Context: an optimization exercise on an open-source flow, tuned for small area. The choices shown serve that exercise and are no tape-out recipe. RTL that was checked went through simulation tests only; none was proved equivalent to the original.

==> inputs of exp/quartz <==
// avr_core
module avr_core (
	input clk,
	input rst,
	output [15:0]pgm_addr,
	input [15:0]pgm_data,
	output [15:0]data_addr,
	output [7:0]data_out,
	output data_write,
	input [7:0]data_in,
	output data_read,
	output [5:0]io_addr,
	output [7:0]io_out,
	output io_write,
	input [7:0]io_in,
	output io_read
	);
mega core(
	.rst(rst),
	.clk(clk),
	.pgm_addr(pgm_addr),
	.pgm_data(pgm_data),
	.data_addr(data_addr),
	.data_out(data_out),
	.data_write(data_write),
	.data_in(data_in),
	.data_read(data_read),
	.io_addr(io_addr),
	.io_out(io_out),
	.io_write(io_write),
	.io_in(io_in),
	.io_read(io_read)
	);
endmodule
Settings: LEC_CHECK=0, CAP_MARGIN=20, CORE_MARGIN=2, CORE_UTILIZATION=40, SLEW_MARGIN=20; clock period 20.0 ns.
standard.sh (not shown) runs the stock make flow with config.mk's settings and CLKGATE_MAP_FILE= SYNTH_SCRIPT=/design/flow/synth_recipe.tcl, a recipe that flattens the netlist after the stock synthesis.
==> flow/flow/run.sh <==
#!/bin/bash
# Own layout flow: the standard flow (standard.sh) with
#  - synthesis mapped by an area-oriented ABC script (flow/synth_area.tcl),
#  - port buffers of the smallest buffer cell,
#  - clock tree from small clock buffers, without dummy loads.
# Each tool's full output goes to the ORFS logs under orfs/logs; make's own
# output goes to flow_make.log in the work folder.
set -euo pipefail
W=$(pwd)
bash "$W/standard.sh" \
  "SYNTH_SCRIPT=$W/flow/synth_area.tcl" \
  "BUFFER_PORTS_ARGS=-buffer_cell sky130_fd_sc_hd__buf_1" \
  "CTS_ARGS=-sink_clustering_enable -repair_clock_nets -dont_use_dummy_load -buf_list sky130_fd_sc_hd__clkbuf_4" \
  finish > "$W/flow_make.log" 2>&1
==> flow/flow/area.abc <==
&get -n
&st
&dch -f
&nf -R 1000 -F 8 -A 4 -p
&put
==> flow/flow/synth_area.tcl <==
# The standard synthesis (synth_recipe.tcl), with the technology mapping of
# the combinational logic done by an area-oriented ABC script (area.abc beside
# this file) in place of ORFS's delay-oriented one. Everything else, and so
# every register's name and cell type, is as in the standard synthesis.
set area_abc_script [file join [file dirname [file normalize [info script]]] area.abc]
proc synth {args} { yosys synth -nofsm -noshare {*}$args }
proc abc {args} {
  set i [lsearch -exact $args -script]
  if { $i >= 0 } {
    lset args [expr {$i + 1}] $::area_abc_script
  }
  yosys abc {*}$args
}
source $::env(SCRIPTS_DIR)/synth.tcl
# left out here: clear keep_hierarchy, flatten, clean up, hide names made inside functions, write 1_2_yosys.v
==> inputs of exp/garnet, as changes to exp/quartz <==
--- a/flow/design.v
+++ b/flow/design.v
@@ -65,30 +65,46 @@
 wire i_bst    = inst[15:9] == 7'b1111101 & ~inst[3];
 wire i_mulall = i_muls | i_mulx | i_mul;
 wire i_frac   = i_mulx & (inst[7] | inst[3]);
 wire sgn_a    = i_muls | i_mulx & (inst[7] | ~inst[3]);
 wire sgn_b    = i_muls | i_mulx & inst[7] & ~inst[3];
 wire i_w      = i_adiw | i_sbiw;
-wire [7:0]row_s[0:7];
-wire [8:0]row_c[1:7];
-assign row_s[0] = a & {8{b[0]}};
+wire [7:0]corr_a = b & {8{sgn_a & a[7]}};
+wire [7:0]corr_b = a & {8{sgn_b & b[7]}};
+wire [15:0]mrow[0:10];
 genvar i;
 generate
-for (i = 1; i < 8; i = i + 1)
-begin : mrow
-	wire [7:0]acc = {(i == 1) ? 1'b0 : row_c[i - 1][8], row_s[i - 1][7:1]};
-	mega_rca #(.W(8)) add (.a(acc), .b(a & {8{b[i]}}), .ci(1'b0), .s(row_s[i]), .c(row_c[i]));
+for (i = 0; i < 8; i = i + 1)
+begin : pp
+	assign mrow[i] = {8'h00, a & {8{b[i]}}} << i;
 end
 endgenerate
-wire [15:0]umul = {row_c[7][8], row_s[7], row_s[6][0], row_s[5][0], row_s[4][0], row_s[3][0],
-		row_s[2][0], row_s[1][0], row_s[0][0]};
-wire [7:0]hi1, hi2;
-wire [8:0]hc1, hc2;
-mega_rca #(.W(8)) corra (.a(umul[15:8]), .b(~(b & {8{sgn_a & a[7]}})), .ci(1'b1), .s(hi1), .c(hc1));
-mega_rca #(.W(8)) corrb (.a(hi1), .b(~(a & {8{sgn_b & b[7]}})), .ci(1'b1), .s(hi2), .c(hc2));
-wire [15:0]prod = {hi2, umul[7:0]};
+assign mrow[8] = {~corr_a, 8'h00};
+assign mrow[9] = {~corr_b, 8'h00};
+assign mrow[10] = 16'h0200;
+wire [15:0]l1as = ((mrow[0]) ^ (mrow[1]) ^ (mrow[2]));
+wire [15:0]l1ac = ({(((mrow[0]) & (mrow[1])) | ((mrow[2]) & ((mrow[0]) ^ (mrow[1])))), 1'b0});
+wire [15:0]l1bs = ((mrow[3]) ^ (mrow[4]) ^ (mrow[5]));
+wire [15:0]l1bc = ({(((mrow[3]) & (mrow[4])) | ((mrow[5]) & ((mrow[3]) ^ (mrow[4])))), 1'b0});
+wire [15:0]l1cs = ((mrow[6]) ^ (mrow[7]) ^ (mrow[8]));
+wire [15:0]l1cc = ({(((mrow[6]) & (mrow[7])) | ((mrow[8]) & ((mrow[6]) ^ (mrow[7])))), 1'b0});
+wire [15:0]l2ds = ((l1as) ^ (l1ac) ^ (l1bs));
+wire [15:0]l2dc = ({(((l1as) & (l1ac)) | ((l1bs) & ((l1as) ^ (l1ac)))), 1'b0});
+wire [15:0]l2es = ((l1bc) ^ (l1cs) ^ (l1cc));
+wire [15:0]l2ec = ({(((l1bc) & (l1cs)) | ((l1cc) & ((l1bc) ^ (l1cs)))), 1'b0});
+wire [15:0]l3fs = ((l2ds) ^ (l2dc) ^ (l2es));
+wire [15:0]l3fc = ({(((l2ds) & (l2dc)) | ((l2es) & ((l2ds) ^ (l2dc)))), 1'b0});
+wire [15:0]l3gs = ((l2ec) ^ (mrow[9]) ^ (mrow[10]));
+wire [15:0]l3gc = ({(((l2ec) & (mrow[9])) | ((mrow[10]) & ((l2ec) ^ (mrow[9])))), 1'b0});
+wire [15:0]l4hs = ((l3fs) ^ (l3fc) ^ (l3gs));
+wire [15:0]l4hc = ({(((l3fs) & (l3fc)) | ((l3gs) & ((l3fs) ^ (l3fc)))), 1'b0});
+wire [15:0]l5s = ((l4hs) ^ (l4hc) ^ (l3gc));
+wire [15:0]l5c = ({(((l4hs) & (l4hc)) | ((l3gc) & ((l4hs) ^ (l4hc)))), 1'b0});
+wire [15:0]prod;
+wire [16:0]prod_c;
+mega_rca #(.W(16)) mcpa (.a(l5s), .b(l5c), .ci(1'b0), .s(prod), .c(prod_c));
 wire [15:0]mres = i_frac ? {prod[14:0], 1'b0} : prod;
 wire imm   = i_cpi | i_sbci | i_subi;
 wire sub   = i_sub | i_sbc | i_cp | i_cpc | imm | i_neg | i_dec | i_sbiw;
 wire usec  = i_adc | i_sbc | i_cpc | i_sbci;
 wire cin   = usec & sreg_in[0];
 wire [7:0]x = i_neg ? 8'h00 : a;
@@ -154,13 +170,13 @@
 		sreg_out[3] = R[7] ^ a[0];
 		sreg_out[4] = a[0];
 		sreg_out[1] = z8;
 	end
 	if (i_mulall) begin
 		sreg_out[0] = prod[15];
-		sreg_out[1] = z16;
+		sreg_out[1] = (a == 8'h00) | (b == 8'h00);
 	end
 	if (i_w) begin
 		sreg_out[0] = i_sbiw ? (R[15] & ~rd[15]) : (~R[15] & rd[15]);
 		sreg_out[3] = i_sbiw ? (~R[15] & rd[15]) : (R[15] & ~rd[15]);
 		sreg_out[2] = R[15];
 		sreg_out[4] = R[15] ^ (i_sbiw ? (~R[15] & rd[15]) : (R[15] & ~rd[15]));
@@ -463,13 +479,15 @@
 	if ((e0 & (rcall | icall)))
 		data_out_int <= PC[7:0];
 	else if (e1 & rcall)
 		data_out_int <= PC[15:8];
 	else if (e0 & call)
 		data_out_int <= pc_next[7:0];
-	else if (e1 & (call | icall))
+	else if (e1 & call)
+		data_out_int <= PC[15:8];	 
+	else if (e1 & icall)
 		data_out_int <= PC_TMP_H;
 	else
 		data_out_int <= reg_rs1[7:0];
 	io_addr_int <= (cbi | sbic) ? {1'b0, I[7:3]} : io_a;
 	io_out_int <= out_ ? reg_rs1[7:0] : I[9] ? (io_in | (8'h01 << I[2:0])) : (io_in & ~(8'h01 << I[2:0]));
 	lsb_lpm_r_p_reg <= reg_rs2[0];
@@ -494,15 +512,13 @@
 	if (sp_dec | sp_inc)
 		SP <= ad_sum;
 	else if ((e1 & sts & (pgm_data == 16'h005D)) | (e1 & out_ & (io_a == 6'h3D)))
 		SP[7:0] <= reg_rs1[7:0];
 	else if ((e1 & sts & (pgm_data == 16'h005E)) | (e1 & out_ & (io_a == 6'h3E)))
 		SP[15:8] <= reg_rs1[7:0];
-	if (e0 & call)
-		PC_TMP_H <= pc_next[15:8];
-	else if (e0 & icall)
+	if (e0 & icall)
 		PC_TMP_H <= PC[15:8];
 	else if (e2 & (ret | reti))
 		PC_TMP_H <= data_in_int;
 end
 mega_alu alu (
 	.inst(pgm_data_registered),
==> flow/flow/run.sh (replaced) <==
#!/bin/bash
# Own layout flow: the standard flow (standard.sh) with
#  - synthesis mapped by an area-oriented ABC script (flow/synth_area.tcl),
#  - port buffers of the smallest buffer cell,
#  - clock tree from mid-size clock buffers in larger sink clusters, without
#    dummy loads.
# Each tool's full output goes to the ORFS logs under orfs/logs; make's own
# output goes to flow_make.log in the work folder.
set -euo pipefail
W=$(pwd)
bash "$W/standard.sh" \
  "SYNTH_SCRIPT=$W/flow/synth_area.tcl" \
  "BUFFER_PORTS_ARGS=-buffer_cell sky130_fd_sc_hd__buf_1" \
  "CTS_ARGS=-sink_clustering_enable -repair_clock_nets -dont_use_dummy_load -buf_list sky130_fd_sc_hd__clkbuf_8 -sink_clustering_size 20 -sink_clustering_max_diameter 50" \
  finish > "$W/flow_make.log" 2>&1
Settings changed: GPL_TIMING_DRIVEN from default to 0.
==> run notes <==
item	exp/quartz	exp/garnet
Run status	complete, but fails checks	complete, no violations
Layout check failures	negative setup slack	-
Final Util	49.2%	46.1%
Area fraction in and, or, nand and nor cells after synthesis	17.8%	16.8%
TritonCTS buffer count	103	40
RR Endpoint	core.PC_TMP_H[6]	core.PC[15]
# nets final	3,126	2,844
Pin count of the biggest net entering global routing	35	34
Fmax	0.0497 GHz	0.0517 GHz
Final cell area excluding filler cells	0.0296 mm^2	0.0279 mm^2
Routed length on met3	11.3 mm	14.5 mm
GRT Total Usage	35.3%	33.7%
Worst hold stages	1	2
For exp/quartz, only the layout was checked, not whether the RTL still works.

[separate check: timing with driven ports]
How much do the figures lean on ideal ports? The routed layouts below were timed once more, with nothing changed but the port constraints.
Step 1: set_driving_cell puts a clkbuf_16 on clk and a buf_2 on each other input, an assumption about the parent block.
Step 2, shift: input delay + t, output delay - t, t = (earliest + latest rising clock arrival at the registers) / 2. This alone moves slack from input paths to output paths.
Slacks: ideal ports / drivers / drivers and shift; pairs: ideal ports / drivers.
| run | shift t [ns] | setup WS [ns] | hold slack, ns |
|---|---|---|---|
| exp/quartz | 0.924 | -0.140 / -0.140 / -0.140 | 0.527 / 0.527 / 0.527 |
| exp/garnet | 0.676 | 0.640 / 0.640 / 0.640 | 0.540 / 0.540 / 0.540 |
